From an optimization exercise on the open Yosys and OpenROAD flow, aimed at small area, a short achievable clock period and few clock cycles per item; shortcuts taken in it are not production practice. Function was not checked in any run shown here: the RTL went through the layout flow alone.

**flow/flow/run.sh**
```bash
#!/bin/bash
set -euo pipefail
bash standard.sh SETUP_SLACK_MARGIN=6 finish > standard.log 2>&1
```
**flow/standard.sh**
```bash
#!/bin/bash
# synth_recipe.tcl (not shown) runs the flow's synth.tcl, then flattens the netlist and writes it again
# the make line also repeats each setting of config.mk as NAME=value (left out here)
make -C /OpenROAD-flow-scripts/flow DESIGN_CONFIG=/design/flow/config.mk WORK_HOME=/design/flow/orfs CLKGATE_MAP_FILE= SYNTH_SCRIPT=/design/flow/synth_recipe.tcl "${@:-finish}"
```
**flow/config.mk**
```make
export PLATFORM = sky130hd
export DESIGN_NAME = geofence
export DESIGN_NICKNAME = geofence
export VERILOG_FILES = /design/flow/design.v
export SDC_FILE = /design/flow/constraint.sdc
export NUM_CORES = 4
export LEC_CHECK = 0
export ABC_CLOCK_PERIOD_IN_PS = 4000
export CAP_MARGIN = 20
export CORE_MARGIN = 2
export CORE_UTILIZATION = 40
export SLEW_MARGIN = 20
export SYNTH_HIERARCHICAL = 1
```
**flow/constraint.sdc**
```tcl
create_clock -name core_clock -period 12.0 [get_ports {clk}]
set_input_delay 2.4000 -clock core_clock [delete_from_list [all_inputs] [get_ports {clk}]]
set_output_delay 2.4000 -clock core_clock [all_outputs]
set_load 0.01 [all_outputs]
```
**flow/design.v**
```verilog
module geofence (clk, reset, X, Y, valid, is_inside);
input clk;
input reset;
input [9:0] X;
input [9:0] Y;
output valid;
output is_inside;
reg  [3:0] cnt;       
reg  [9:0] px, py;
reg  [9:0] dmx, dmy, rmx, rmy, lmx, lmy;    
reg        dsx, dsy, rsx, rsy, lsx, lsy;    
reg        in_flag;
wire [10:0] ex = {1'b0, X} - {1'b0, px};
wire [10:0] ey = {1'b0, Y} - {1'b0, py};
wire [9:0]  fx = px - X;
wire [9:0]  fy = py - Y;
wire        nx = ex[10], ny = ey[10];
wire        zx = (X == px), zy = (Y == py);
always @(posedge clk) begin
    dmx <= nx ? fx : ex[9:0];
    dmy <= ny ? fy : ey[9:0];
    dsx <= nx | (zx & ny);
    dsy <= ny | (zy & ~nx);
end
wire tie = ~dsy;
wire npa, nql;
wire pa = ~npa, ql = ~nql;
cross_pos u_a (.usx(rsx), .umx(rmx), .usy(rsy), .umy(rmy),
               .wsx(dsx), .wmx(dmx), .wsy(dsy), .wmy(dmy), .tie(tie), .npos(npa));
cross_pos u_b (.usx(lsx), .umx(lmx), .usy(lsy), .umy(lmy),
               .wsx(dsx), .wmx(dmx), .wsy(dsy), .wmy(dmy), .tie(tie), .npos(nql));
wire pb = ~ql;        
always @(posedge clk or posedge reset) begin
    if (reset)            cnt <= 4'd0;
    else if (cnt[3])      cnt <= 4'd0;
    else                  cnt <= cnt + 4'd1;
end
wire first = (cnt == 4'd2);
always @(posedge clk) begin
    if (cnt == 4'd0) begin
        px <= X;
        py <= Y;
    end
    if (first || (!pa && pb)) begin
        rmx <= dmx; rsx <= dsx; rmy <= dmy; rsy <= dsy;
    end
    if (first || (pa && !pb)) begin
        lmx <= dmx; lsx <= dsx; lmy <= dmy; lsy <= dsy;
    end
    if (first)                          in_flag <= 1'b0;
    else if (!pa && !pb)               in_flag <= 1'b1;
end
assign valid = cnt[3];
assign is_inside = in_flag;
endmodule
module cross_pos (usx, umx, usy, umy, wsx, wmx, wsy, wmy, tie, npos);
input usx, usy, wsx, wsy, tie;
input [9:0] umx, umy, wmx, wmy;
output npos;            
wire sa = usx ^ wsy;    
wire sb = usy ^ wsx;    
wire t = tie ^ sa;      
wire nsa = ~sa;
wire k1;
wire k2;
wire k3;
wire k4;
wire k5;
wire k6;
wire k7;
wire k8;
wire k9;
wire k10;
wire k11;
wire k12;
wire k13;
wire k14;
wire k15;
wire k16;
wire k17;
wire k18;
wire k19;
wire k20;
wire k21;
wire k22;
wire k23;
wire k24;
wire k25;
wire k26;
wire k27;
wire k28;
wire k29;
wire k30;
wire k31;
wire k32;
wire k33;
wire k34;
wire k35;
wire k36;
wire k37;
wire k38;
wire k39;
wire k40;
wire k41;
wire k42;
wire k43;
wire k44;
wire k45;
wire k46;
wire k47;
wire k48;
wire k49;
wire k50;
wire k51;
wire k52;
wire k53;
wire k54;
wire k55;
wire k56;
wire k57;
wire k58;
wire k59;
wire k60;
wire k61;
wire k62;
wire k63;
wire k64;
wire k65;
wire k66;
wire k67;
wire k68;
wire k69;
wire k70;
wire k71;
wire k72;
wire k73;
wire k74;
wire k75;
wire k76;
wire k77;
wire k78;
wire k79;
wire k80;
wire k81;
wire k82;
wire k83;
wire k84;
wire k85;
wire k86;
wire k87;
wire k88;
wire k89;
wire k90;
wire k91;
wire k92;
wire k93;
wire k94;
wire k95;
wire k96;
wire k97;
wire k98;
wire k99;
wire k100;
wire k101;
wire k102;
wire k103;
wire k104;
wire k105;
wire k106;
wire k107;
wire k108;
wire k109;
wire k110;
wire k111;
wire k112;
wire k113;
wire k114;
wire k115;
wire k116;
wire k117;
wire k118;
wire k119;
wire k120;
wire k121;
wire k122;
wire k123;
wire k124;
wire k125;
wire k126;
wire k127;
wire k128;
wire k129;
wire k130;
wire k131;
wire k132;
wire k133;
wire k134;
wire k135;
wire k136;
wire k137;
wire k138;
wire k139;
wire k140;
wire k141;
wire k142;
wire k143;
wire k144;
wire k145;
wire k146;
wire k147;
wire k148;
wire k149;
wire k150;
wire k151;
wire k152;
wire k153;
wire k154;
wire k155;
wire k156;
wire k157;
wire k158;
wire k159;
wire k160;
wire k161;
wire k162;
wire k163;
wire k164;
wire k165;
wire k166;
wire k167;
wire k168;
wire k169;
wire k170;
wire k171;
wire k172;
wire k173;
wire k174;
wire k175;
wire k176;
wire k177;
wire k178;
wire k179;
wire k180;
wire k181;
wire k182;
wire k183;
wire k184;
wire k185;
wire k186;
wire k187;
wire k188;
wire k189;
wire k190;
wire k191;
wire k192;
wire k193;
wire k194;
wire k195;
wire k196;
wire k197;
wire k198;
wire k199;
wire k200;
wire k201;
wire k202;
wire k203;
wire k204;
wire k205;
wire k206;
wire k207;
wire k208;
wire k209;
wire k210;
wire k211;
wire k212;
wire k213;
wire k214;
wire k215;
wire k216;
wire k217;
wire k218;
wire k219;
wire k220;
wire k221;
wire k222;
wire k223;
wire k224;
wire k225;
wire k226;
wire k227;
wire s228;
wire c229;
wire s230;
wire c231;
wire k232;
wire k233;
wire s234;
wire c235;
wire s236;
wire c237;
wire s238;
wire c239;
wire s240;
wire c241;
wire s242;
wire c243;
wire s244;
wire c245;
wire s246;
wire c247;
wire s248;
wire c249;
wire s250;
wire c251;
wire s252;
wire c253;
wire s254;
wire c255;
wire s256;
wire c257;
wire s258;
wire c259;
wire s260;
wire c261;
wire s262;
wire c263;
wire s264;
wire c265;
wire s266;
wire c267;
wire s268;
wire c269;
wire s270;
wire c271;
wire s272;
wire c273;
wire s274;
wire c275;
wire s276;
wire c277;
wire s278;
wire c279;
wire s280;
wire c281;
wire s282;
wire c283;
wire k284;
wire k285;
wire k286;
wire k287;
wire s288;
wire c289;
wire s290;
wire c291;
wire s292;
wire c293;
wire s294;
wire c295;
wire s296;
wire c297;
wire s298;
wire c299;
wire s300;
wire c301;
wire s302;
wire c303;
wire s304;
wire c305;
wire s306;
wire c307;
wire s308;
wire c309;
wire s310;
wire c311;
wire s312;
wire c313;
wire s314;
wire c315;
wire s316;
wire c317;
wire s318;
wire c319;
wire s320;
wire c321;
wire s322;
wire c323;
wire s324;
wire c325;
wire s326;
wire c327;
wire s328;
wire c329;
wire s330;
wire c331;
wire s332;
wire c333;
wire s334;
wire c335;
wire s336;
wire c337;
wire s338;
wire c339;
wire s340;
wire c341;
wire s342;
wire c343;
wire s344;
wire c345;
wire s346;
wire c347;
wire s348;
wire c349;
wire s350;
wire c351;
wire s352;
wire c353;
wire s354;
wire c355;
wire s356;
wire c357;
wire s358;
wire c359;
wire s360;
wire c361;
wire s362;
wire c363;
wire k364;
wire k365;
wire k366;
wire s367;
wire c368;
wire s369;
wire c370;
wire s371;
wire c372;
wire s373;
wire c374;
wire s375;
wire c376;
wire s377;
wire c378;
wire s379;
wire c380;
wire s381;
wire c382;
wire s383;
wire c384;
wire s385;
wire c386;
wire s387;
wire c388;
wire s389;
wire c390;
wire s391;
wire c392;
wire s393;
wire c394;
wire s395;
wire c396;
wire s397;
wire c398;
wire s399;
wire c400;
wire s401;
wire c402;
wire s403;
wire c404;
wire s405;
wire c406;
wire s407;
wire c408;
wire s409;
wire c410;
wire s411;
wire c412;
wire s413;
wire c414;
wire s415;
wire c416;
wire s417;
wire c418;
wire s419;
wire c420;
wire s421;
wire c422;
wire s423;
wire c424;
wire s425;
wire c426;
wire s427;
wire c428;
wire s429;
wire c430;
wire s431;
wire c432;
wire s433;
wire c434;
wire s435;
wire c436;
wire s437;
wire c438;
wire s439;
wire c440;
wire s441;
wire c442;
wire s443;
wire c444;
wire k445;
wire s446;
wire c447;
wire s448;
wire c449;
wire s450;
wire c451;
wire s452;
wire c453;
wire s454;
wire c455;
wire s456;
wire c457;
wire s458;
wire c459;
wire s460;
wire c461;
wire s462;
wire c463;
wire s464;
wire c465;
wire s466;
wire c467;
wire s468;
wire c469;
wire s470;
wire c471;
wire s472;
wire c473;
wire s474;
wire c475;
wire s476;
wire c477;
wire s478;
wire c479;
wire s480;
wire c481;
wire s482;
wire c483;
wire s484;
wire c485;
wire s486;
wire c487;
wire s488;
wire c489;
wire s490;
wire c491;
wire s492;
wire c493;
wire s494;
wire c495;
wire s496;
wire c497;
wire s498;
wire c499;
wire s500;
wire c501;
wire s502;
wire c503;
wire s504;
wire c505;
wire s506;
wire c507;
wire s508;
wire c509;
wire s510;
wire c511;
wire s512;
wire c513;
wire s514;
wire c515;
wire s516;
wire c517;
wire s518;
wire c519;
wire s520;
wire c521;
wire s522;
wire c523;
wire s524;
wire c525;
wire s526;
wire c527;
wire s528;
wire c529;
wire s530;
wire c531;
wire s532;
wire c533;
wire s534;
wire c535;
wire s536;
wire c537;
wire s538;
wire c539;
wire s540;
wire c541;
wire s542;
wire c543;
wire s544;
wire c545;
wire s546;
wire c547;
wire s548;
wire c549;
wire s550;
wire c551;
wire s552;
wire c553;
wire s554;
wire c555;
wire s556;
wire c557;
wire s558;
wire c559;
wire s560;
wire c561;
wire s562;
wire c563;
wire s564;
wire c565;
wire s566;
wire c567;
wire s568;
wire c569;
wire s570;
wire c571;
wire s572;
wire c573;
wire s574;
wire c575;
wire s576;
wire c577;
wire s578;
wire c579;
wire s580;
wire c581;
wire s582;
wire c583;
wire k584;
wire k585;
wire k586;
wire k587;
wire k588;
wire k589;
wire k590;
wire k591;
wire k592;
wire k593;
wire k594;
wire k595;
wire k596;
wire k597;
wire k598;
wire k599;
wire k600;
wire k601;
wire k602;
wire k603;
wire k604;
wire k605;
wire k606;
wire k607;
wire k608;
wire k609;
wire k610;
wire k611;
wire k612;
wire k613;
wire k614;
wire k615;
wire k616;
wire k617;
wire k618;
wire k619;
wire k620;
wire k621;
wire k622;
wire k623;
wire k624;
wire k625;
wire k626;
wire k627;
wire k628;
wire k629;
wire k630;
wire k631;
wire k632;
wire k633;
wire k634;
wire k635;
wire k636;
wire k637;
wire k638;
wire k639;
wire k640;
wire k641;
wire k642;
wire k643;
wire k644;
wire k645;
wire k646;
wire k647;
wire k648;
wire k649;
wire k650;
wire k651;
wire k652;
wire k653;
wire k654;
wire k655;
wire k656;
wire k657;
wire k658;
wire k659;
inv_cell uk1 (.a(umx[0]), .y(k1));
inv_cell uk2 (.a(umx[1]), .y(k2));
inv_cell uk3 (.a(umx[2]), .y(k3));
inv_cell uk4 (.a(umx[3]), .y(k4));
inv_cell uk5 (.a(umx[4]), .y(k5));
inv_cell uk6 (.a(umx[5]), .y(k6));
inv_cell uk7 (.a(umx[6]), .y(k7));
inv_cell uk8 (.a(umx[7]), .y(k8));
inv_cell uk9 (.a(umx[8]), .y(k9));
inv_cell uk10 (.a(umx[9]), .y(k10));
inv_cell uk11 (.a(wmy[0]), .y(k11));
inv_cell uk12 (.a(wmy[1]), .y(k12));
inv_cell uk13 (.a(wmy[2]), .y(k13));
inv_cell uk14 (.a(wmy[3]), .y(k14));
inv_cell uk15 (.a(wmy[4]), .y(k15));
inv_cell uk16 (.a(wmy[5]), .y(k16));
inv_cell uk17 (.a(wmy[6]), .y(k17));
inv_cell uk18 (.a(wmy[7]), .y(k18));
inv_cell uk19 (.a(wmy[8]), .y(k19));
inv_cell uk20 (.a(wmy[9]), .y(k20));
nor2_cell uk21 (.a(k1), .b(k11), .y(k21));
nand2_cell uk22 (.a(umy[0]), .b(wmx[0]), .y(k22));
nor2_cell uk23 (.a(k1), .b(k12), .y(k23));
nand2_cell uk24 (.a(umy[0]), .b(wmx[1]), .y(k24));
nor2_cell uk25 (.a(k1), .b(k13), .y(k25));
nand2_cell uk26 (.a(umy[0]), .b(wmx[2]), .y(k26));
nor2_cell uk27 (.a(k1), .b(k14), .y(k27));
nand2_cell uk28 (.a(umy[0]), .b(wmx[3]), .y(k28));
nor2_cell uk29 (.a(k1), .b(k15), .y(k29));
nand2_cell uk30 (.a(umy[0]), .b(wmx[4]), .y(k30));
nor2_cell uk31 (.a(k1), .b(k16), .y(k31));
nand2_cell uk32 (.a(umy[0]), .b(wmx[5]), .y(k32));
nor2_cell uk33 (.a(k1), .b(k17), .y(k33));
nand2_cell uk34 (.a(umy[0]), .b(wmx[6]), .y(k34));
nor2_cell uk35 (.a(k1), .b(k18), .y(k35));
nand2_cell uk36 (.a(umy[0]), .b(wmx[7]), .y(k36));
nor2_cell uk37 (.a(k1), .b(k19), .y(k37));
nand2_cell uk38 (.a(umy[0]), .b(wmx[8]), .y(k38));
nor2_cell uk39 (.a(k1), .b(k20), .y(k39));
nand2_cell uk40 (.a(umy[0]), .b(wmx[9]), .y(k40));
nor2_cell uk41 (.a(k2), .b(k11), .y(k41));
nand2_cell uk42 (.a(umy[1]), .b(wmx[0]), .y(k42));
nor2_cell uk43 (.a(k2), .b(k12), .y(k43));
nand2_cell uk44 (.a(umy[1]), .b(wmx[1]), .y(k44));
nor2_cell uk45 (.a(k2), .b(k13), .y(k45));
nand2_cell uk46 (.a(umy[1]), .b(wmx[2]), .y(k46));
nor2_cell uk47 (.a(k2), .b(k14), .y(k47));
nand2_cell uk48 (.a(umy[1]), .b(wmx[3]), .y(k48));
nor2_cell uk49 (.a(k2), .b(k15), .y(k49));
nand2_cell uk50 (.a(umy[1]), .b(wmx[4]), .y(k50));
nor2_cell uk51 (.a(k2), .b(k16), .y(k51));
nand2_cell uk52 (.a(umy[1]), .b(wmx[5]), .y(k52));
nor2_cell uk53 (.a(k2), .b(k17), .y(k53));
nand2_cell uk54 (.a(umy[1]), .b(wmx[6]), .y(k54));
nor2_cell uk55 (.a(k2), .b(k18), .y(k55));
nand2_cell uk56 (.a(umy[1]), .b(wmx[7]), .y(k56));
nor2_cell uk57 (.a(k2), .b(k19), .y(k57));
nand2_cell uk58 (.a(umy[1]), .b(wmx[8]), .y(k58));
nor2_cell uk59 (.a(k2), .b(k20), .y(k59));
nand2_cell uk60 (.a(umy[1]), .b(wmx[9]), .y(k60));
nor2_cell uk61 (.a(k3), .b(k11), .y(k61));
nand2_cell uk62 (.a(umy[2]), .b(wmx[0]), .y(k62));
nor2_cell uk63 (.a(k3), .b(k12), .y(k63));
nand2_cell uk64 (.a(umy[2]), .b(wmx[1]), .y(k64));
nor2_cell uk65 (.a(k3), .b(k13), .y(k65));
nand2_cell uk66 (.a(umy[2]), .b(wmx[2]), .y(k66));
nor2_cell uk67 (.a(k3), .b(k14), .y(k67));
nand2_cell uk68 (.a(umy[2]), .b(wmx[3]), .y(k68));
nor2_cell uk69 (.a(k3), .b(k15), .y(k69));
nand2_cell uk70 (.a(umy[2]), .b(wmx[4]), .y(k70));
nor2_cell uk71 (.a(k3), .b(k16), .y(k71));
nand2_cell uk72 (.a(umy[2]), .b(wmx[5]), .y(k72));
nor2_cell uk73 (.a(k3), .b(k17), .y(k73));
nand2_cell uk74 (.a(umy[2]), .b(wmx[6]), .y(k74));
nor2_cell uk75 (.a(k3), .b(k18), .y(k75));
nand2_cell uk76 (.a(umy[2]), .b(wmx[7]), .y(k76));
nor2_cell uk77 (.a(k3), .b(k19), .y(k77));
nand2_cell uk78 (.a(umy[2]), .b(wmx[8]), .y(k78));
nor2_cell uk79 (.a(k3), .b(k20), .y(k79));
nand2_cell uk80 (.a(umy[2]), .b(wmx[9]), .y(k80));
nor2_cell uk81 (.a(k4), .b(k11), .y(k81));
nand2_cell uk82 (.a(umy[3]), .b(wmx[0]), .y(k82));
nor2_cell uk83 (.a(k4), .b(k12), .y(k83));
nand2_cell uk84 (.a(umy[3]), .b(wmx[1]), .y(k84));
nor2_cell uk85 (.a(k4), .b(k13), .y(k85));
nand2_cell uk86 (.a(umy[3]), .b(wmx[2]), .y(k86));
nor2_cell uk87 (.a(k4), .b(k14), .y(k87));
nand2_cell uk88 (.a(umy[3]), .b(wmx[3]), .y(k88));
nor2_cell uk89 (.a(k4), .b(k15), .y(k89));
nand2_cell uk90 (.a(umy[3]), .b(wmx[4]), .y(k90));
nor2_cell uk91 (.a(k4), .b(k16), .y(k91));
nand2_cell uk92 (.a(umy[3]), .b(wmx[5]), .y(k92));
nor2_cell uk93 (.a(k4), .b(k17), .y(k93));
nand2_cell uk94 (.a(umy[3]), .b(wmx[6]), .y(k94));
nor2_cell uk95 (.a(k4), .b(k18), .y(k95));
nand2_cell uk96 (.a(umy[3]), .b(wmx[7]), .y(k96));
nor2_cell uk97 (.a(k4), .b(k19), .y(k97));
nand2_cell uk98 (.a(umy[3]), .b(wmx[8]), .y(k98));
nor2_cell uk99 (.a(k4), .b(k20), .y(k99));
nand2_cell uk100 (.a(umy[3]), .b(wmx[9]), .y(k100));
nor2_cell uk101 (.a(k5), .b(k11), .y(k101));
nand2_cell uk102 (.a(umy[4]), .b(wmx[0]), .y(k102));
nor2_cell uk103 (.a(k5), .b(k12), .y(k103));
nand2_cell uk104 (.a(umy[4]), .b(wmx[1]), .y(k104));
nor2_cell uk105 (.a(k5), .b(k13), .y(k105));
nand2_cell uk106 (.a(umy[4]), .b(wmx[2]), .y(k106));
nor2_cell uk107 (.a(k5), .b(k14), .y(k107));
nand2_cell uk108 (.a(umy[4]), .b(wmx[3]), .y(k108));
nor2_cell uk109 (.a(k5), .b(k15), .y(k109));
nand2_cell uk110 (.a(umy[4]), .b(wmx[4]), .y(k110));
nor2_cell uk111 (.a(k5), .b(k16), .y(k111));
nand2_cell uk112 (.a(umy[4]), .b(wmx[5]), .y(k112));
nor2_cell uk113 (.a(k5), .b(k17), .y(k113));
nand2_cell uk114 (.a(umy[4]), .b(wmx[6]), .y(k114));
nor2_cell uk115 (.a(k5), .b(k18), .y(k115));
nand2_cell uk116 (.a(umy[4]), .b(wmx[7]), .y(k116));
nor2_cell uk117 (.a(k5), .b(k19), .y(k117));
nand2_cell uk118 (.a(umy[4]), .b(wmx[8]), .y(k118));
nor2_cell uk119 (.a(k5), .b(k20), .y(k119));
nand2_cell uk120 (.a(umy[4]), .b(wmx[9]), .y(k120));
nor2_cell uk121 (.a(k6), .b(k11), .y(k121));
nand2_cell uk122 (.a(umy[5]), .b(wmx[0]), .y(k122));
nor2_cell uk123 (.a(k6), .b(k12), .y(k123));
nand2_cell uk124 (.a(umy[5]), .b(wmx[1]), .y(k124));
nor2_cell uk125 (.a(k6), .b(k13), .y(k125));
nand2_cell uk126 (.a(umy[5]), .b(wmx[2]), .y(k126));
nor2_cell uk127 (.a(k6), .b(k14), .y(k127));
nand2_cell uk128 (.a(umy[5]), .b(wmx[3]), .y(k128));
nor2_cell uk129 (.a(k6), .b(k15), .y(k129));
nand2_cell uk130 (.a(umy[5]), .b(wmx[4]), .y(k130));
nor2_cell uk131 (.a(k6), .b(k16), .y(k131));
nand2_cell uk132 (.a(umy[5]), .b(wmx[5]), .y(k132));
nor2_cell uk133 (.a(k6), .b(k17), .y(k133));
nand2_cell uk134 (.a(umy[5]), .b(wmx[6]), .y(k134));
nor2_cell uk135 (.a(k6), .b(k18), .y(k135));
nand2_cell uk136 (.a(umy[5]), .b(wmx[7]), .y(k136));
nor2_cell uk137 (.a(k6), .b(k19), .y(k137));
nand2_cell uk138 (.a(umy[5]), .b(wmx[8]), .y(k138));
nor2_cell uk139 (.a(k6), .b(k20), .y(k139));
nand2_cell uk140 (.a(umy[5]), .b(wmx[9]), .y(k140));
nor2_cell uk141 (.a(k7), .b(k11), .y(k141));
nand2_cell uk142 (.a(umy[6]), .b(wmx[0]), .y(k142));
nor2_cell uk143 (.a(k7), .b(k12), .y(k143));
nand2_cell uk144 (.a(umy[6]), .b(wmx[1]), .y(k144));
nor2_cell uk145 (.a(k7), .b(k13), .y(k145));
nand2_cell uk146 (.a(umy[6]), .b(wmx[2]), .y(k146));
nor2_cell uk147 (.a(k7), .b(k14), .y(k147));
nand2_cell uk148 (.a(umy[6]), .b(wmx[3]), .y(k148));
nor2_cell uk149 (.a(k7), .b(k15), .y(k149));
nand2_cell uk150 (.a(umy[6]), .b(wmx[4]), .y(k150));
nor2_cell uk151 (.a(k7), .b(k16), .y(k151));
nand2_cell uk152 (.a(umy[6]), .b(wmx[5]), .y(k152));
nor2_cell uk153 (.a(k7), .b(k17), .y(k153));
nand2_cell uk154 (.a(umy[6]), .b(wmx[6]), .y(k154));
nor2_cell uk155 (.a(k7), .b(k18), .y(k155));
nand2_cell uk156 (.a(umy[6]), .b(wmx[7]), .y(k156));
nor2_cell uk157 (.a(k7), .b(k19), .y(k157));
nand2_cell uk158 (.a(umy[6]), .b(wmx[8]), .y(k158));
nor2_cell uk159 (.a(k7), .b(k20), .y(k159));
nand2_cell uk160 (.a(umy[6]), .b(wmx[9]), .y(k160));
nor2_cell uk161 (.a(k8), .b(k11), .y(k161));
nand2_cell uk162 (.a(umy[7]), .b(wmx[0]), .y(k162));
nor2_cell uk163 (.a(k8), .b(k12), .y(k163));
nand2_cell uk164 (.a(umy[7]), .b(wmx[1]), .y(k164));
nor2_cell uk165 (.a(k8), .b(k13), .y(k165));
nand2_cell uk166 (.a(umy[7]), .b(wmx[2]), .y(k166));
nor2_cell uk167 (.a(k8), .b(k14), .y(k167));
nand2_cell uk168 (.a(umy[7]), .b(wmx[3]), .y(k168));
nor2_cell uk169 (.a(k8), .b(k15), .y(k169));
nand2_cell uk170 (.a(umy[7]), .b(wmx[4]), .y(k170));
nor2_cell uk171 (.a(k8), .b(k16), .y(k171));
nand2_cell uk172 (.a(umy[7]), .b(wmx[5]), .y(k172));
nor2_cell uk173 (.a(k8), .b(k17), .y(k173));
nand2_cell uk174 (.a(umy[7]), .b(wmx[6]), .y(k174));
nor2_cell uk175 (.a(k8), .b(k18), .y(k175));
nand2_cell uk176 (.a(umy[7]), .b(wmx[7]), .y(k176));
nor2_cell uk177 (.a(k8), .b(k19), .y(k177));
nand2_cell uk178 (.a(umy[7]), .b(wmx[8]), .y(k178));
nor2_cell uk179 (.a(k8), .b(k20), .y(k179));
nand2_cell uk180 (.a(umy[7]), .b(wmx[9]), .y(k180));
nor2_cell uk181 (.a(k9), .b(k11), .y(k181));
nand2_cell uk182 (.a(umy[8]), .b(wmx[0]), .y(k182));
nor2_cell uk183 (.a(k9), .b(k12), .y(k183));
nand2_cell uk184 (.a(umy[8]), .b(wmx[1]), .y(k184));
nor2_cell uk185 (.a(k9), .b(k13), .y(k185));
nand2_cell uk186 (.a(umy[8]), .b(wmx[2]), .y(k186));
nor2_cell uk187 (.a(k9), .b(k14), .y(k187));
nand2_cell uk188 (.a(umy[8]), .b(wmx[3]), .y(k188));
nor2_cell uk189 (.a(k9), .b(k15), .y(k189));
nand2_cell uk190 (.a(umy[8]), .b(wmx[4]), .y(k190));
nor2_cell uk191 (.a(k9), .b(k16), .y(k191));
nand2_cell uk192 (.a(umy[8]), .b(wmx[5]), .y(k192));
nor2_cell uk193 (.a(k9), .b(k17), .y(k193));
nand2_cell uk194 (.a(umy[8]), .b(wmx[6]), .y(k194));
nor2_cell uk195 (.a(k9), .b(k18), .y(k195));
nand2_cell uk196 (.a(umy[8]), .b(wmx[7]), .y(k196));
nor2_cell uk197 (.a(k9), .b(k19), .y(k197));
nand2_cell uk198 (.a(umy[8]), .b(wmx[8]), .y(k198));
nor2_cell uk199 (.a(k9), .b(k20), .y(k199));
nand2_cell uk200 (.a(umy[8]), .b(wmx[9]), .y(k200));
nor2_cell uk201 (.a(k10), .b(k11), .y(k201));
nand2_cell uk202 (.a(umy[9]), .b(wmx[0]), .y(k202));
nor2_cell uk203 (.a(k10), .b(k12), .y(k203));
nand2_cell uk204 (.a(umy[9]), .b(wmx[1]), .y(k204));
nor2_cell uk205 (.a(k10), .b(k13), .y(k205));
nand2_cell uk206 (.a(umy[9]), .b(wmx[2]), .y(k206));
nor2_cell uk207 (.a(k10), .b(k14), .y(k207));
nand2_cell uk208 (.a(umy[9]), .b(wmx[3]), .y(k208));
nor2_cell uk209 (.a(k10), .b(k15), .y(k209));
nand2_cell uk210 (.a(umy[9]), .b(wmx[4]), .y(k210));
nor2_cell uk211 (.a(k10), .b(k16), .y(k211));
nand2_cell uk212 (.a(umy[9]), .b(wmx[5]), .y(k212));
nor2_cell uk213 (.a(k10), .b(k17), .y(k213));
nand2_cell uk214 (.a(umy[9]), .b(wmx[6]), .y(k214));
nor2_cell uk215 (.a(k10), .b(k18), .y(k215));
nand2_cell uk216 (.a(umy[9]), .b(wmx[7]), .y(k216));
nor2_cell uk217 (.a(k10), .b(k19), .y(k217));
nand2_cell uk218 (.a(umy[9]), .b(wmx[8]), .y(k218));
nor2_cell uk219 (.a(k10), .b(k20), .y(k219));
nand2_cell uk220 (.a(umy[9]), .b(wmx[9]), .y(k220));
xnor2_cell uk221 (.a(k111), .b(k112), .y(k221));
or2_cell uk222 (.a(k111), .b(k112), .y(k222));
inv_cell uk223 (.a(k113), .y(k223));
xnor2_cell uk224 (.a(k105), .b(k106), .y(k224));
or2_cell uk225 (.a(k105), .b(k106), .y(k225));
xnor2_cell uk226 (.a(k107), .b(k108), .y(k226));
or2_cell uk227 (.a(k107), .b(k108), .y(k227));
fa_cell us228 (.a(k125), .b(k126), .c(k143), .s(s228), .co(c229));
assign s230 = k144 ^ k161;
assign c231 = k144 & k161;
xnor2_cell uk232 (.a(k109), .b(k110), .y(k232));
or2_cell uk233 (.a(k109), .b(k110), .y(k233));
fa_cell us234 (.a(k127), .b(k128), .c(k145), .s(s234), .co(c235));
fa_cell us236 (.a(k146), .b(k163), .c(k164), .s(s236), .co(c237));
fa_cell us238 (.a(k181), .b(k182), .c(k37), .s(s238), .co(c239));
assign s240 = k38 ^ k55;
assign c241 = k38 & k55;
fa_cell us242 (.a(k129), .b(k130), .c(k147), .s(s242), .co(c243));
fa_cell us244 (.a(k148), .b(k165), .c(k166), .s(s244), .co(c245));
fa_cell us246 (.a(k183), .b(k184), .c(k201), .s(s246), .co(c247));
fa_cell us248 (.a(k202), .b(k39), .c(k40), .s(s248), .co(c249));
fa_cell us250 (.a(k57), .b(k58), .c(k75), .s(s250), .co(c251));
assign s252 = k76 ^ k93;
assign c253 = k76 & k93;
fa_cell us254 (.a(k114), .b(k131), .c(k132), .s(s254), .co(c255));
fa_cell us256 (.a(k149), .b(k150), .c(k167), .s(s256), .co(c257));
fa_cell us258 (.a(k168), .b(k185), .c(k186), .s(s258), .co(c259));
fa_cell us260 (.a(k203), .b(k204), .c(k59), .s(s260), .co(c261));
fa_cell us262 (.a(k60), .b(k77), .c(k78), .s(s262), .co(c263));
fa_cell us264 (.a(k95), .b(k96), .c(k222), .s(s264), .co(c265));
fa_cell us266 (.a(k115), .b(k116), .c(k133), .s(s266), .co(c267));
fa_cell us268 (.a(k134), .b(k151), .c(k152), .s(s268), .co(c269));
fa_cell us270 (.a(k169), .b(k170), .c(k187), .s(s270), .co(c271));
fa_cell us272 (.a(k188), .b(k205), .c(k206), .s(s272), .co(c273));
fa_cell us274 (.a(k79), .b(k80), .c(k97), .s(s274), .co(c275));
fa_cell us276 (.a(k100), .b(k117), .c(k118), .s(s276), .co(c277));
fa_cell us278 (.a(k135), .b(k136), .c(k153), .s(s278), .co(c279));
fa_cell us280 (.a(k154), .b(k171), .c(k172), .s(s280), .co(c281));
fa_cell us282 (.a(k119), .b(k120), .c(k137), .s(s282), .co(c283));
xnor2_cell uk284 (.a(k101), .b(k102), .y(k284));
or2_cell uk285 (.a(k101), .b(k102), .y(k285));
xnor2_cell uk286 (.a(k103), .b(k104), .y(k286));
or2_cell uk287 (.a(k103), .b(k104), .y(k287));
fa_cell us288 (.a(k121), .b(k122), .c(k31), .s(s288), .co(c289));
assign s290 = k32 ^ k49;
assign c291 = k32 & k49;
fa_cell us292 (.a(k123), .b(k124), .c(k141), .s(s292), .co(c293));
fa_cell us294 (.a(k142), .b(k33), .c(k34), .s(s294), .co(c295));
fa_cell us296 (.a(k51), .b(k52), .c(k69), .s(s296), .co(c297));
assign s298 = k70 ^ k87;
assign c299 = k70 & k87;
fa_cell us300 (.a(k162), .b(k35), .c(k36), .s(s300), .co(c301));
fa_cell us302 (.a(k53), .b(k54), .c(k71), .s(s302), .co(c303));
fa_cell us304 (.a(k72), .b(k89), .c(k90), .s(s304), .co(c305));
fa_cell us306 (.a(k225), .b(k226), .c(s230), .s(s306), .co(c307));
fa_cell us308 (.a(k56), .b(k73), .c(k74), .s(s308), .co(c309));
fa_cell us310 (.a(k91), .b(k92), .c(k227), .s(s310), .co(c311));
fa_cell us312 (.a(c231), .b(k232), .c(s240), .s(s312), .co(c313));
fa_cell us314 (.a(c229), .b(s234), .c(s236), .s(s314), .co(c315));
fa_cell us316 (.a(k94), .b(k233), .c(c241), .s(s316), .co(c317));
fa_cell us318 (.a(k221), .b(s252), .c(c235), .s(s318), .co(c319));
fa_cell us320 (.a(c237), .b(c239), .c(s242), .s(s320), .co(c321));
fa_cell us322 (.a(s244), .b(s246), .c(s248), .s(s322), .co(c323));
fa_cell us324 (.a(c253), .b(k223), .c(c243), .s(s324), .co(c325));
fa_cell us326 (.a(c245), .b(c247), .c(c249), .s(s326), .co(c327));
fa_cell us328 (.a(c251), .b(s254), .c(s256), .s(s328), .co(c329));
fa_cell us330 (.a(s258), .b(s260), .c(s262), .s(s330), .co(c331));
fa_cell us332 (.a(k98), .b(k113), .c(c255), .s(s332), .co(c333));
fa_cell us334 (.a(c257), .b(c259), .c(c261), .s(s334), .co(c335));
fa_cell us336 (.a(c263), .b(s266), .c(s268), .s(s336), .co(c337));
fa_cell us338 (.a(s270), .b(s272), .c(s274), .s(s338), .co(c339));
fa_cell us340 (.a(k189), .b(k190), .c(k207), .s(s340), .co(c341));
fa_cell us342 (.a(k208), .b(k99), .c(c267), .s(s342), .co(c343));
fa_cell us344 (.a(c269), .b(c271), .c(c273), .s(s344), .co(c345));
fa_cell us346 (.a(c275), .b(s276), .c(s278), .s(s346), .co(c347));
fa_cell us348 (.a(k138), .b(k155), .c(k156), .s(s348), .co(c349));
fa_cell us350 (.a(k173), .b(k174), .c(k191), .s(s350), .co(c351));
fa_cell us352 (.a(k192), .b(k209), .c(k210), .s(s352), .co(c353));
fa_cell us354 (.a(c277), .b(c279), .c(c281), .s(s354), .co(c355));
fa_cell us356 (.a(k139), .b(k140), .c(k157), .s(s356), .co(c357));
fa_cell us358 (.a(k158), .b(k175), .c(k176), .s(s358), .co(c359));
fa_cell us360 (.a(k193), .b(k194), .c(k211), .s(s360), .co(c361));
fa_cell us362 (.a(k159), .b(k160), .c(k177), .s(s362), .co(c363));
inv_cell uk364 (.a(k25), .y(k364));
xnor2_cell uk365 (.a(k27), .b(k28), .y(k365));
or2_cell uk366 (.a(k27), .b(k28), .y(k366));
fa_cell us367 (.a(k45), .b(k46), .c(k63), .s(s367), .co(c368));
fa_cell us369 (.a(k29), .b(k30), .c(k47), .s(s369), .co(c370));
fa_cell us371 (.a(k48), .b(k65), .c(k66), .s(s371), .co(c372));
assign s373 = k83 ^ k84;
assign c374 = k83 & k84;
fa_cell us375 (.a(k50), .b(k67), .c(k68), .s(s375), .co(c376));
fa_cell us377 (.a(k85), .b(k86), .c(k285), .s(s377), .co(c378));
fa_cell us379 (.a(k286), .b(s290), .c(s288), .s(s379), .co(c380));
fa_cell us381 (.a(k88), .b(k287), .c(c291), .s(s381), .co(c382));
fa_cell us383 (.a(k224), .b(s298), .c(c289), .s(s383), .co(c384));
fa_cell us385 (.a(s292), .b(s294), .c(s296), .s(s385), .co(c386));
fa_cell us387 (.a(c299), .b(c293), .c(c295), .s(s387), .co(c388));
fa_cell us389 (.a(c297), .b(s228), .c(s300), .s(s389), .co(c390));
fa_cell us391 (.a(s302), .b(s304), .c(s306), .s(s391), .co(c392));
fa_cell us393 (.a(c301), .b(c303), .c(c305), .s(s393), .co(c394));
fa_cell us395 (.a(s238), .b(s308), .c(s310), .s(s395), .co(c396));
fa_cell us397 (.a(c307), .b(s312), .c(s314), .s(s397), .co(c398));
fa_cell us399 (.a(c309), .b(s250), .c(c311), .s(s399), .co(c400));
fa_cell us401 (.a(c313), .b(s316), .c(c315), .s(s401), .co(c402));
fa_cell us403 (.a(s318), .b(s320), .c(s322), .s(s403), .co(c404));
fa_cell us405 (.a(c317), .b(s264), .c(c319), .s(s405), .co(c406));
fa_cell us407 (.a(c321), .b(c323), .c(s324), .s(s407), .co(c408));
fa_cell us409 (.a(s326), .b(s328), .c(s330), .s(s409), .co(c410));
fa_cell us411 (.a(c265), .b(c325), .c(c327), .s(s411), .co(c412));
fa_cell us413 (.a(c329), .b(c331), .c(s332), .s(s413), .co(c414));
fa_cell us415 (.a(s334), .b(s336), .c(s338), .s(s415), .co(c416));
fa_cell us417 (.a(s280), .b(s340), .c(c333), .s(s417), .co(c418));
fa_cell us419 (.a(c335), .b(c337), .c(c339), .s(s419), .co(c420));
fa_cell us421 (.a(s342), .b(s344), .c(s346), .s(s421), .co(c422));
fa_cell us423 (.a(c341), .b(s282), .c(s348), .s(s423), .co(c424));
fa_cell us425 (.a(s350), .b(s352), .c(c343), .s(s425), .co(c426));
fa_cell us427 (.a(c345), .b(c347), .c(s354), .s(s427), .co(c428));
fa_cell us429 (.a(k212), .b(c283), .c(c349), .s(s429), .co(c430));
fa_cell us431 (.a(c351), .b(c353), .c(s356), .s(s431), .co(c432));
fa_cell us433 (.a(s358), .b(s360), .c(c355), .s(s433), .co(c434));
fa_cell us435 (.a(k178), .b(k195), .c(k196), .s(s435), .co(c436));
fa_cell us437 (.a(k213), .b(k214), .c(c357), .s(s437), .co(c438));
fa_cell us439 (.a(c359), .b(c361), .c(s362), .s(s439), .co(c440));
fa_cell us441 (.a(k179), .b(k180), .c(k197), .s(s441), .co(c442));
fa_cell us443 (.a(k198), .b(k215), .c(k216), .s(s443), .co(c444));
inv_cell uk445 (.a(k23), .y(k445));
fa_cell us446 (.a(k26), .b(k43), .c(k44), .s(s446), .co(c447));
assign s448 = k61 ^ k62;
assign c449 = k61 & k62;
fa_cell us450 (.a(k64), .b(k81), .c(k82), .s(s450), .co(c451));
fa_cell us452 (.a(k25), .b(k365), .c(s367), .s(s452), .co(c453));
fa_cell us454 (.a(k366), .b(k284), .c(s373), .s(s454), .co(c455));
fa_cell us456 (.a(c368), .b(s369), .c(s371), .s(s456), .co(c457));
fa_cell us458 (.a(c374), .b(c370), .c(c372), .s(s458), .co(c459));
fa_cell us460 (.a(s375), .b(s377), .c(s379), .s(s460), .co(c461));
fa_cell us462 (.a(c376), .b(c378), .c(s381), .s(s462), .co(c463));
fa_cell us464 (.a(c380), .b(s383), .c(s385), .s(s464), .co(c465));
fa_cell us466 (.a(c382), .b(c384), .c(c386), .s(s466), .co(c467));
fa_cell us468 (.a(s387), .b(s389), .c(s391), .s(s468), .co(c469));
fa_cell us470 (.a(c388), .b(c390), .c(s393), .s(s470), .co(c471));
fa_cell us472 (.a(s395), .b(c392), .c(s397), .s(s472), .co(c473));
fa_cell us474 (.a(c394), .b(c396), .c(s399), .s(s474), .co(c475));
fa_cell us476 (.a(c398), .b(s401), .c(s403), .s(s476), .co(c477));
fa_cell us478 (.a(c400), .b(c402), .c(s405), .s(s478), .co(c479));
fa_cell us480 (.a(c404), .b(s407), .c(s409), .s(s480), .co(c481));
fa_cell us482 (.a(c406), .b(c408), .c(s411), .s(s482), .co(c483));
fa_cell us484 (.a(c410), .b(s413), .c(s415), .s(s484), .co(c485));
fa_cell us486 (.a(c412), .b(c414), .c(s417), .s(s486), .co(c487));
fa_cell us488 (.a(c416), .b(s419), .c(s421), .s(s488), .co(c489));
fa_cell us490 (.a(s423), .b(c418), .c(c420), .s(s490), .co(c491));
fa_cell us492 (.a(s425), .b(c422), .c(s427), .s(s492), .co(c493));
fa_cell us494 (.a(c424), .b(s429), .c(s431), .s(s494), .co(c495));
fa_cell us496 (.a(c426), .b(c428), .c(s433), .s(s496), .co(c497));
fa_cell us498 (.a(s435), .b(c430), .c(c432), .s(s498), .co(c499));
fa_cell us500 (.a(s437), .b(s439), .c(c434), .s(s500), .co(c501));
fa_cell us502 (.a(c363), .b(c436), .c(s441), .s(s502), .co(c503));
fa_cell us504 (.a(s443), .b(c438), .c(c440), .s(s504), .co(c505));
fa_cell us506 (.a(k199), .b(k200), .c(k217), .s(s506), .co(c507));
fa_cell us508 (.a(k218), .b(c442), .c(c444), .s(s508), .co(c509));
assign s510 = k24 ^ k41;
assign c511 = k24 & k41;
fa_cell us512 (.a(k23), .b(k364), .c(s448), .s(s512), .co(c513));
fa_cell us514 (.a(c449), .b(c447), .c(s450), .s(s514), .co(c515));
fa_cell us516 (.a(c451), .b(s454), .c(c453), .s(s516), .co(c517));
fa_cell us518 (.a(c455), .b(c457), .c(s458), .s(s518), .co(c519));
fa_cell us520 (.a(c459), .b(s462), .c(c461), .s(s520), .co(c521));
fa_cell us522 (.a(c463), .b(c465), .c(s466), .s(s522), .co(c523));
fa_cell us524 (.a(c467), .b(s470), .c(c469), .s(s524), .co(c525));
fa_cell us526 (.a(c471), .b(s474), .c(c473), .s(s526), .co(c527));
fa_cell us528 (.a(c475), .b(s478), .c(c477), .s(s528), .co(c529));
fa_cell us530 (.a(c479), .b(s482), .c(c481), .s(s530), .co(c531));
fa_cell us532 (.a(c483), .b(s486), .c(c485), .s(s532), .co(c533));
fa_cell us534 (.a(c487), .b(s490), .c(c489), .s(s534), .co(c535));
fa_cell us536 (.a(s494), .b(c491), .c(c493), .s(s536), .co(c537));
fa_cell us538 (.a(c495), .b(s498), .c(s500), .s(s538), .co(c539));
fa_cell us540 (.a(s502), .b(c499), .c(s504), .s(s540), .co(c541));
fa_cell us542 (.a(s506), .b(c503), .c(s508), .s(s542), .co(c543));
fa_cell us544 (.a(k219), .b(k220), .c(c507), .s(s544), .co(c545));
assign s546 = t ^ k21;
assign c547 = t & k21;
fa_cell us548 (.a(k42), .b(k445), .c(s510), .s(s548), .co(c549));
fa_cell us550 (.a(c511), .b(s446), .c(s512), .s(s550), .co(c551));
fa_cell us552 (.a(c513), .b(s452), .c(s514), .s(s552), .co(c553));
fa_cell us554 (.a(c515), .b(s456), .c(s516), .s(s554), .co(c555));
fa_cell us556 (.a(c517), .b(s518), .c(s460), .s(s556), .co(c557));
fa_cell us558 (.a(c519), .b(s464), .c(s520), .s(s558), .co(c559));
fa_cell us560 (.a(s468), .b(c521), .c(s522), .s(s560), .co(c561));
fa_cell us562 (.a(c523), .b(s472), .c(s524), .s(s562), .co(c563));
fa_cell us564 (.a(s476), .b(c525), .c(s526), .s(s564), .co(c565));
fa_cell us566 (.a(s480), .b(c527), .c(s528), .s(s566), .co(c567));
fa_cell us568 (.a(s484), .b(c529), .c(s530), .s(s568), .co(c569));
fa_cell us570 (.a(s488), .b(c531), .c(s532), .s(s570), .co(c571));
fa_cell us572 (.a(s492), .b(c533), .c(s534), .s(s572), .co(c573));
fa_cell us574 (.a(s496), .b(s536), .c(c535), .s(s574), .co(c575));
fa_cell us576 (.a(c497), .b(s538), .c(c537), .s(s576), .co(c577));
fa_cell us578 (.a(c501), .b(s540), .c(c539), .s(s578), .co(c579));
fa_cell us580 (.a(c505), .b(s542), .c(c541), .s(s580), .co(c581));
fa_cell us582 (.a(c509), .b(s544), .c(c543), .s(s582), .co(c583));
nand2_cell uk584 (.a(s546), .b(k22), .y(k584));
nand2_cell uk585 (.a(c547), .b(s548), .y(k585));
nor2_cell uk586 (.a(c547), .b(s548), .y(k586));
nand2_cell uk587 (.a(c549), .b(s550), .y(k587));
nor2_cell uk588 (.a(c549), .b(s550), .y(k588));
nand2_cell uk589 (.a(c551), .b(s552), .y(k589));
nor2_cell uk590 (.a(c551), .b(s552), .y(k590));
nand2_cell uk591 (.a(c553), .b(s554), .y(k591));
nor2_cell uk592 (.a(c553), .b(s554), .y(k592));
nand2_cell uk593 (.a(c555), .b(s556), .y(k593));
nor2_cell uk594 (.a(c555), .b(s556), .y(k594));
nand2_cell uk595 (.a(c557), .b(s558), .y(k595));
nor2_cell uk596 (.a(c557), .b(s558), .y(k596));
nand2_cell uk597 (.a(c559), .b(s560), .y(k597));
nor2_cell uk598 (.a(c559), .b(s560), .y(k598));
nand2_cell uk599 (.a(c561), .b(s562), .y(k599));
nor2_cell uk600 (.a(c561), .b(s562), .y(k600));
nand2_cell uk601 (.a(c563), .b(s564), .y(k601));
nor2_cell uk602 (.a(c563), .b(s564), .y(k602));
nand2_cell uk603 (.a(c565), .b(s566), .y(k603));
nor2_cell uk604 (.a(c565), .b(s566), .y(k604));
nand2_cell uk605 (.a(c567), .b(s568), .y(k605));
nor2_cell uk606 (.a(c567), .b(s568), .y(k606));
nand2_cell uk607 (.a(c569), .b(s570), .y(k607));
nor2_cell uk608 (.a(c569), .b(s570), .y(k608));
nand2_cell uk609 (.a(c571), .b(s572), .y(k609));
nor2_cell uk610 (.a(c571), .b(s572), .y(k610));
nand2_cell uk611 (.a(c573), .b(s574), .y(k611));
nor2_cell uk612 (.a(c573), .b(s574), .y(k612));
nand2_cell uk613 (.a(c575), .b(s576), .y(k613));
nor2_cell uk614 (.a(c575), .b(s576), .y(k614));
nand2_cell uk615 (.a(c577), .b(s578), .y(k615));
nor2_cell uk616 (.a(c577), .b(s578), .y(k616));
nand2_cell uk617 (.a(c579), .b(s580), .y(k617));
nor2_cell uk618 (.a(c579), .b(s580), .y(k618));
nand2_cell uk619 (.a(c581), .b(s582), .y(k619));
nor2_cell uk620 (.a(c581), .b(s582), .y(k620));
nand2_cell uk621 (.a(c583), .b(c545), .y(k621));
nor2_cell uk622 (.a(c583), .b(c545), .y(k622));
oai21_cell uk623 (.a1(k622), .a2(k619), .b1(k621), .y(k623));
nor2_cell uk624 (.a(k622), .b(k620), .y(k624));
oai21_cell uk625 (.a1(k618), .a2(k615), .b1(k617), .y(k625));
nor2_cell uk626 (.a(k618), .b(k616), .y(k626));
oai21_cell uk627 (.a1(k614), .a2(k611), .b1(k613), .y(k627));
nor2_cell uk628 (.a(k614), .b(k612), .y(k628));
oai21_cell uk629 (.a1(k610), .a2(k607), .b1(k609), .y(k629));
nor2_cell uk630 (.a(k610), .b(k608), .y(k630));
oai21_cell uk631 (.a1(k606), .a2(k603), .b1(k605), .y(k631));
nor2_cell uk632 (.a(k606), .b(k604), .y(k632));
oai21_cell uk633 (.a1(k602), .a2(k599), .b1(k601), .y(k633));
nor2_cell uk634 (.a(k602), .b(k600), .y(k634));
oai21_cell uk635 (.a1(k598), .a2(k595), .b1(k597), .y(k635));
nor2_cell uk636 (.a(k598), .b(k596), .y(k636));
oai21_cell uk637 (.a1(k594), .a2(k591), .b1(k593), .y(k637));
nor2_cell uk638 (.a(k594), .b(k592), .y(k638));
oai21_cell uk639 (.a1(k590), .a2(k587), .b1(k589), .y(k639));
nor2_cell uk640 (.a(k590), .b(k588), .y(k640));
oai21_cell uk641 (.a1(k586), .a2(k584), .b1(k585), .y(k641));
aoi21_cell uk642 (.a1(k624), .a2(k625), .b1(k623), .y(k642));
nand2_cell uk643 (.a(k624), .b(k626), .y(k643));
aoi21_cell uk644 (.a1(k628), .a2(k629), .b1(k627), .y(k644));
nand2_cell uk645 (.a(k628), .b(k630), .y(k645));
aoi21_cell uk646 (.a1(k632), .a2(k633), .b1(k631), .y(k646));
nand2_cell uk647 (.a(k632), .b(k634), .y(k647));
aoi21_cell uk648 (.a1(k636), .a2(k637), .b1(k635), .y(k648));
nand2_cell uk649 (.a(k636), .b(k638), .y(k649));
aoi21_cell uk650 (.a1(k640), .a2(k641), .b1(k639), .y(k650));
oai21_cell uk651 (.a1(k643), .a2(k644), .b1(k642), .y(k651));
nor2_cell uk652 (.a(k643), .b(k645), .y(k652));
oai21_cell uk653 (.a1(k647), .a2(k648), .b1(k646), .y(k653));
nor2_cell uk654 (.a(k647), .b(k649), .y(k654));
inv_cell uk655 (.a(k650), .y(k655));
aoi21_cell uk656 (.a1(k652), .a2(k653), .b1(k651), .y(k656));
nand2_cell uk657 (.a(k652), .b(k654), .y(k657));
inv_cell uk658 (.a(k655), .y(k658));
oai21_cell uk659 (.a1(k657), .a2(k658), .b1(k656), .y(k659));
mux2i_cell u_sel (.s(k659), .a1(nsa), .a0(sb), .y(npos));
endmodule
module xnor2_cell (a, b, y);
input a, b;
output y;
assign y = ~(a ^ b);
endmodule
module or2_cell (a, b, y);
input a, b;
output y;
assign y = a | b;
endmodule
module nand2_cell (a, b, y);
input a, b;
output y;
assign y = ~(a & b);
endmodule
module nor2_cell (a, b, y);
input a, b;
output y;
assign y = ~(a | b);
endmodule
module inv_cell (a, y);
input a;
output y;
assign y = ~a;
endmodule
module aoi21_cell (a1, a2, b1, y);
input a1, a2, b1;
output y;
assign y = ~((a1 & a2) | b1);
endmodule
module oai21_cell (a1, a2, b1, y);
input a1, a2, b1;
output y;
assign y = ~((a1 | a2) & b1);
endmodule
module mux2i_cell (s, a1, a0, y);
input s, a1, a0;
output y;
assign y = ~(s ? a1 : a0);
endmodule
module fa_cell (a, b, c, s, co);
input a, b, c;
output s, co;
assign s = a ^ b ^ c;
assign co = (a & b) | (a & c) | (b & c);
endmodule
```
==> summary.txt, run 1 <==
* Multi-input gate area at 11,100 sq um
* GP Congestion at roughly 0.84
* Vias at 9,835
* Status: finished clean
* Clk sinks at just over 90
* Most frequent CP cell: fa_1
* Worst-margin pin slew at 1.231 ns
* Drt first-iter violations at 800
* N_diodes at 0
* Total Routing Usage GR at 20.24%
* Mapped Cells at around 1,300
* RSZ-0062 raised after global routing: no
* Req. time, crit path at 12.04 ns
* Nature of the critical path endpoint: flip-flop
* Fillers at 3,247
* Slowest CP cell: fa_1
* Worst skew pair latency at 0.34 ns
* ANT nets after route at 0
* Synthesis-to-layout area growth at 8.900%
* Worst Skew at between 0.01 and 0.015 ns
* Hold/Removal Path Class: flip-flop to flip-flop
* Num CTS Buffers at 9
* Final Cycle Share at just under 50%
* Layout cell share with drive strength beyond 1 at 5.275%
* Die Y at 190.7 um
* CTS clk-pin slew, worst paths at 0.07 ns
* Post-synth EDFFs at 64
* Cell Rows at 68
* Vias in the first global route at between 10,000 and 15,000
* Pre-antenna DRT Iters at 5
* CTS Root Cell: clkbuf_16
* Worst-path maximum fanout at 11
* Max-cap viol count at 0
* Clk buf depth at 2
* Largest net degree at the start of global routing at 23
* #FFs+latches synth at 91
* Most common cell after layout, fill and taps aside: fa_1
* Hold Buf Count CTS at 0
* Worst setup SP type: flip-flop
* WP buf/inv at 1
* Synth async-reset ratio at 4.396%
* Worst setup margin at 6.211 ns
* Routed WL at 34.97 mm
* Arr. time, crit path at 5.83 ns
* GR Overflow Total at 0
* Port Buf Inserts at 23
* # nets final at 1,792
* Crit path time final at 5.789 ns
* Most frequent cells in the layout: fa_1, nor2_1, nand2_1
* Initial antenna violation count at 0
* Synthesized area at 13,950 sq um
* I/O pins at 24
* Synthesized area per cell at 10.42 sq um
* Floorplan core area at 34,460 sq um
* Starting Density at 40.47%
* WS Path Type: flip-flop to flip-flop
* Synth area leaders: fa_1, edfxtp_1, nor2_1, nand2_1, ha_1
* Syn Nets at around 1,800
* Worst slack at placement at 5.390 ns
* Drt drc at 0
* Final hold vios at 0
* F_max at 172.7 MHz
* Die area at 36,370 sq um
* First-pass GRT wire length at 56.50 mm
* Yosys top cell by area: fa_1
* Delay-heaviest family, CP: adder cells
* CTS tree: yes
* Via/cell ratio at 5.348
* Final Max Slew Viols at 0
* Main flop type after synthesis: edfxtp_1
* Post-DR wirelength/cell at about 19 um
* Sequential standard cell area at 2501 sq um
* Die width at 190.7 um
* H-tree Lvls at 3
* Max incr delay on CP at about 0.58 ns
* Synth top area share at between 40% and 50%
* Post-synthesis sequential area ratio at 17.80%
* Post-route setup TNS at 0 ns
* Endpoints failing setup at 0
* Crit-path cells: inv_1 > nor2_1 > fa_1 > fa_1 > fa_1 > fa_1 > fa_1 > fa_1 > nor2_1 > nor2_1 > nand2_1 > nor2_1 > nand2_1 > o21ai_2 > mux2i_4 > a21o_4
* Max-slew headroom at between 10% and 20%
* Synth Warn # at 7
* Number of distinct library cells after synthesis at 56
* DPL Wire Length at 26.48 mm
-- what timing repair did --
item                                    4_1_cts  5_1_grt
endpoints found under the setup margin       44       44
gates resized for setup                      12       15
gates cloned                                  0        2
buffers inserted                              0       13
pin swaps                                     0        1
endpoints found under the hold margin         0        0
-- routing by layer --
layer | up-vias | part of all wire [%] | track usage, %
met4 | 0 | 2.0 | 5.784
met2 | 419 | 49 | 33.75
met1 | 5040 | 42 | 27.83
met3 | 53 | 6.8 | 2.595
li1 | 4323 | - | -
met5 | - | 0 | 0
-- area by class of cell --
class	instances	share of cell area, %
Tap cell	455	3.749
Multi-Input combinational cell	1140	73.10
Inverter	99	2.546
Clock buffer	9	1.483
Timing Repair Buffer	38	2.257
Clock inverter	7	0.3955
Sequential cell	91	16.47
-- cell families (layout without fill, tap and decap cells) --
| logic type | Yosys count | in the layout | share of synthesized area (%) |
|---|---|---|---|
| simple gates | 579 | 579 | 16.56 |
| fa+ha+maj | 391 | 391 | 52.95 |
| compound gates | 113 | 115 | 5.572 |
| buf+inv | 110 | 153 | 3.239 |
| flops | 91 | 91 | 17.80 |
| xor+xnor | 37 | 37 | 2.539 |
| mux | 18 | 18 | 1.337 |
-- final timing paths --
check / cells past startpoint / startpoint / endpoint / slack (ns)
max reg2reg: 16 / dmy[3] / rmx[8] / 6.21
max in group asynchronous: 2 / reset / cnt[3] / 9.62
min in group asynchronous: 2 / reset / cnt[1] / 2.23
min: 1 / cnt[0] / cnt[0] / 0.47
max: 16 / dmy[3] / rmx[8] / 6.21
min reg2reg: 1 / cnt[0] / cnt[0] / 0.47
-- per-module statistics from Yosys (local to each module, per instance), excerpt --
module | cells inside | times used | flip-flops and latches
geofence | 359 | 1 | 91
cross_pos | 12 | 2 | 0
fa_cell | 1 | 328 | 0
mux2i_cell | 1 | 2 | 0
aoi21_cell | 1 | 12 | 0
xnor2_cell | 1 | 14 | 0
or2_cell | 1 | 14 | 0
oai21_cell | 1 | 26 | 0
-- stage by stage --
stage,cell area [sq um],cells,utilization (%),hold WS [ns]
6_report,15190,1839,44.07,0.4663
5_1_grt,15190,1839,44.07,0.5108
4_1_cts,15000,1824,43.53,0.4680
3_5_place_dp,14690,1808,42.63,0.4586
3_3_place_gp,14690,1808,42.63,0.4492
2_1_floorplan,13950,1339,-,0.4322
-- state kept, by name, indices dropped and copies added (netlist names) --
register / cells
lmx: 10
px: 10
py: 10
dmy: 10
rmy: 10
dsx: 1
cnt: 4
in_flag: 1
rmx: 10
lmy: 10
dmx: 10
dsy: 1
rsy: 1
rsx: 1
lsx: 1
lsy: 1
-- cells in the mapped netlist (all sizes together) (11+ instances only) --
library cell / instances
nor2: 274
dfxtp: 23
mux2i: 16
edfxtp: 64
fa: 332
xor2: 12
xnor2: 23
a21o: 11
or2: 15
ha: 59
o21ai: 39
nand2: 255
a21oi: 28
inv: 99
==> run 2: changes to the inputs <==
==> flow/flow/run.sh (replaced) <==
#!/bin/bash
set -euo pipefail
bash standard.sh SETUP_SLACK_MARGIN=6.25 finish > standard.log 2>&1
==> summary.txt, run 2 <==
* Status: finished clean
* Drt drc at 0
* Post-placement cell area at 14,730 sq um
* Mapped Cells at 1,339
* Post-synthesis simple-gate area fraction at 16.56%
* Largest family of logic cells by synthesized area: adder cells
* GR Overflow Total at 0
* Synthesized area at approximately 14,000 sq um
* Fillers at ~3,300
* Cell depth of the worst flop-to-flop path at 17
* GP Congestion at about 0.86
* Synthesized area per cell at 10.42 sq um
* Synth async-reset ratio at 4.396%
* Worst Skew at 0.01058 ns
* Die Y at ~190 um
* Vias in the first global route at 10,990
* Post-route setup TNS at 0 ns
* Floorplan core area at 34,460 sq um
* Mux contribution to synthesized area at 1.337%
* Adder-Cell Fraction of Synth Area at 52.95%
* Commonest cells post-synth: fa_1, nor2_1, nand2_1
* Clk buf depth at 2
* N_diodes at 0
* XOR/XNOR Fraction of Synth Area at 2.539%
* Post-synthesis sequential area ratio at 17.80%
* Sequential standard cell area at 2506 sq um
* Post-synth EDFFs at 64
* Worst setup SP type: flip-flop
* Syn Nets at 1,752
* I/O pins at 24
* Synth Warn # at 7
* Yosys top cell by area: fa_1
* CTS clk-pin slew, worst paths at 0.07 ns
* End of the critical path: lmy[6]
* Compound-Gate Fraction of Synth Area at 5.572%
* Layout cell share with drive strength beyond 1 at 11.62%
* Flop2flop setup slack at roughly 6.4 ns
* Final hold vios at 0
* F_max at 177.7 MHz
* Synth area leaders: fa_1, edfxtp_1, nor2_1, nand2_1, ha_1
* Port Buf Inserts at 23
* Final Max Slew Viols at 0
* Initial antenna violation count at 0
* Die area at 36,370 sq um
* Largest net degree at the start of global routing at 23
* CTS Root Cell: clkbuf_16
* Final Cycle Share at between 40 and 50%
* Routed WL at 35.55 mm
* Num CTS Buffers at 9
* RSZ-0062 raised after global routing: no
* First-pass GRT wire length at 57.62 mm
* Via/cell ratio at 5.268
* Endpoints failing setup at 0
* Arr. time, crit path at 5.74 ns
* DPL Wire Length at 26.46 mm
* Clk sinks at 91
* CTS tree: yes
* Total Routing Usage GR at 20.56%
* Worst-margin pin slew at 0.9208 ns
* Main flop type after synthesis: edfxtp_1
* Starting Density at 40.47%
* Nature of the critical path endpoint: flip-flop
* #FFs+latches synth at slightly above 90
* Crit path time final at 5.628 ns
* # nets final at roughly 1,900
* Multi-input gate area at ~11,000 sq um
* WS Path Type: flip-flop to flip-flop
* Synth top area share at a little under half
* Drt first-iter violations at 660
* Max-slew headroom at about two fifths
* Post-DR wirelength/cell at 18.70 um
* Vias at around 10,000
* ANT nets after route at 0
* Cell Rows at 68
* RR Endpoint: lmy[6]
* Die width at 190.7 um
* Hold/Removal Path Class: flip-flop to flip-flop
* CP startpoint: rmy[5]
* Most common cell after layout, fill and taps aside: fa_1
* Number of distinct library cells after synthesis at 56
* Worst skew pair latency at 0.34 ns
* Hold slack final at about 0.46 ns
* Top-count cell post-synth: fa_1
* Reg2reg start: rmy[5]
* Synthesis-to-layout area growth at 13.51%
* Max-cap viol count at 0
* Pre-antenna DRT Iters at 6
* Req. time, crit path at 12.11 ns
* Worst-path maximum fanout at 11
* Final Cell Area at 15,830 sq um
* H-tree Lvls at 3
* Most frequent cells in the layout: fa_1, nor2_1, nand2_1
-- run 2: how the worst min path moves through the flow --
stage | startpoint | to | slack, ns | depth (start not counted)
2_1_floorplan | cnt[0] | cnt[0] | 0.43 | 1
3_3_place_gp | cnt[0] | cnt[0] | 0.45 | 1
3_5_place_dp | cnt[0] | cnt[0] | 0.46 | 1
4_1_cts | cnt[0] | cnt[0] | 0.47 | 1
5_1_grt | cnt[0] | cnt[0] | 0.47 | 1
6_report | cnt[0] | cnt[0] | 0.46 | 1
-- run 2: cell families (layout without fill, tap and decap cells) --
group | after synthesis | in the layout
buffers and inverters | 110 | 215
and+or+nand+nor | 579 | 579
AOI/OAI and AO/OA | 113 | 115
muxes | 18 | 18
adders and majority gates | 391 | 391
xor gates and xnor gates | 37 | 37
DFF | 91 | 91
-- run 2: critical path, cell delays in order (launching register included) --
cell	delay [ns]
edfxtp_1	0.68
nand2_1	0.15
fa_1	0.49
fa_1	0.42
fa_1	0.48
fa_1	0.55
fa_1	0.43
fa_1	0.54
nor2_1	0.07
nor2_1	0.16
nand2_1	0.12
nor2_2	0.16
nand2_1	0.09
o21ai_2	0.26
mux2i_4	0.37
buf_4	0.18
o21bai_4	0.08
buf_12	0.15
-- run 2: per-module statistics from Yosys, one instance, submodules excluded, a selection --
module,copies in the design,area [sq um],cells inside,flops+latches
aoi21_cell,12,8.758,1,0
cross_pos,2,153.9,12,0
geofence,1,4504,359,91
inv_cell,50,3.754,1,0
nand2_cell,250,3.754,1,0
oai21_cell,26,5.005,1,0
or2_cell,14,6.256,1,0
xnor2_cell,14,8.758,1,0
-- run 2: what timing repair did --
action | in CTS | in global routing
hold buffers | 0 | 0
gates resized for setup | 16 | 44
gates cloned | 2 | 0
endpoints found under the setup margin | 44 | 45
pin swaps | 1 | 1
setup buffers | 6 | 64
-- run 2: cell type report --
type / count / area share [%]
tap: 455 / 3.596
sequential: 91 / 15.83
timing repair buffer: 100 / 5.367
clock inverter: 7 / 0.5138
multi-input combinational: 1140 / 70.23
inverter: 99 / 3.035
clock buffer: 9 / 1.423
-- run 2: layer usage --
| layer | share of wire (%) | track usage (%) |
|---|---|---|
| met2 | 50 | 34.90 |
| met3 | 6.9 | 3.681 |
| met1 | 41 | 27.19 |
| met4 | 2.4 | 5.575 |
| met5 | 0 | 0 |
-- run 2: metrics by stage --
| stage | utilization, % | instances | setup WS, ns |
|---|---|---|---|
| 5_1_grt | 45.94 | 1901 | 6.199 |
| 3_3_place_gp | 42.74 | 1813 | 5.568 |
| 6_report | 45.94 | 1901 | 6.372 |
| 3_5_place_dp | 42.74 | 1813 | 5.453 |
| 4_1_cts | 44.01 | 1837 | 6.224 |
| 2_1_floorplan | - | 1339 | 6.583 |

## re-timing with driven ports
How much do the figures lean on ideal ports? The routed layouts below were timed once more, with nothing changed but the port constraints.
Step 1 assumes that a clkbuf_16 drives the clock port and a buf_2 every other input.
Step 2, shift: input delay + t, output delay - t, t = (earliest + latest rising clock arrival at the registers) / 2. This alone moves slack from input paths to output paths.
Slacks: no drivers / after step 1 / after step 2; pairs: no drivers / after step 1.
run	t, ns	slack for setup (ns)	worst setup path at the end
run 1	0.377	6.211 / 6.211 / 6.211	register to register
run 2	0.378	6.372 / 6.372 / 6.372	register to register
After both steps setup and hold are still met in every run listed.
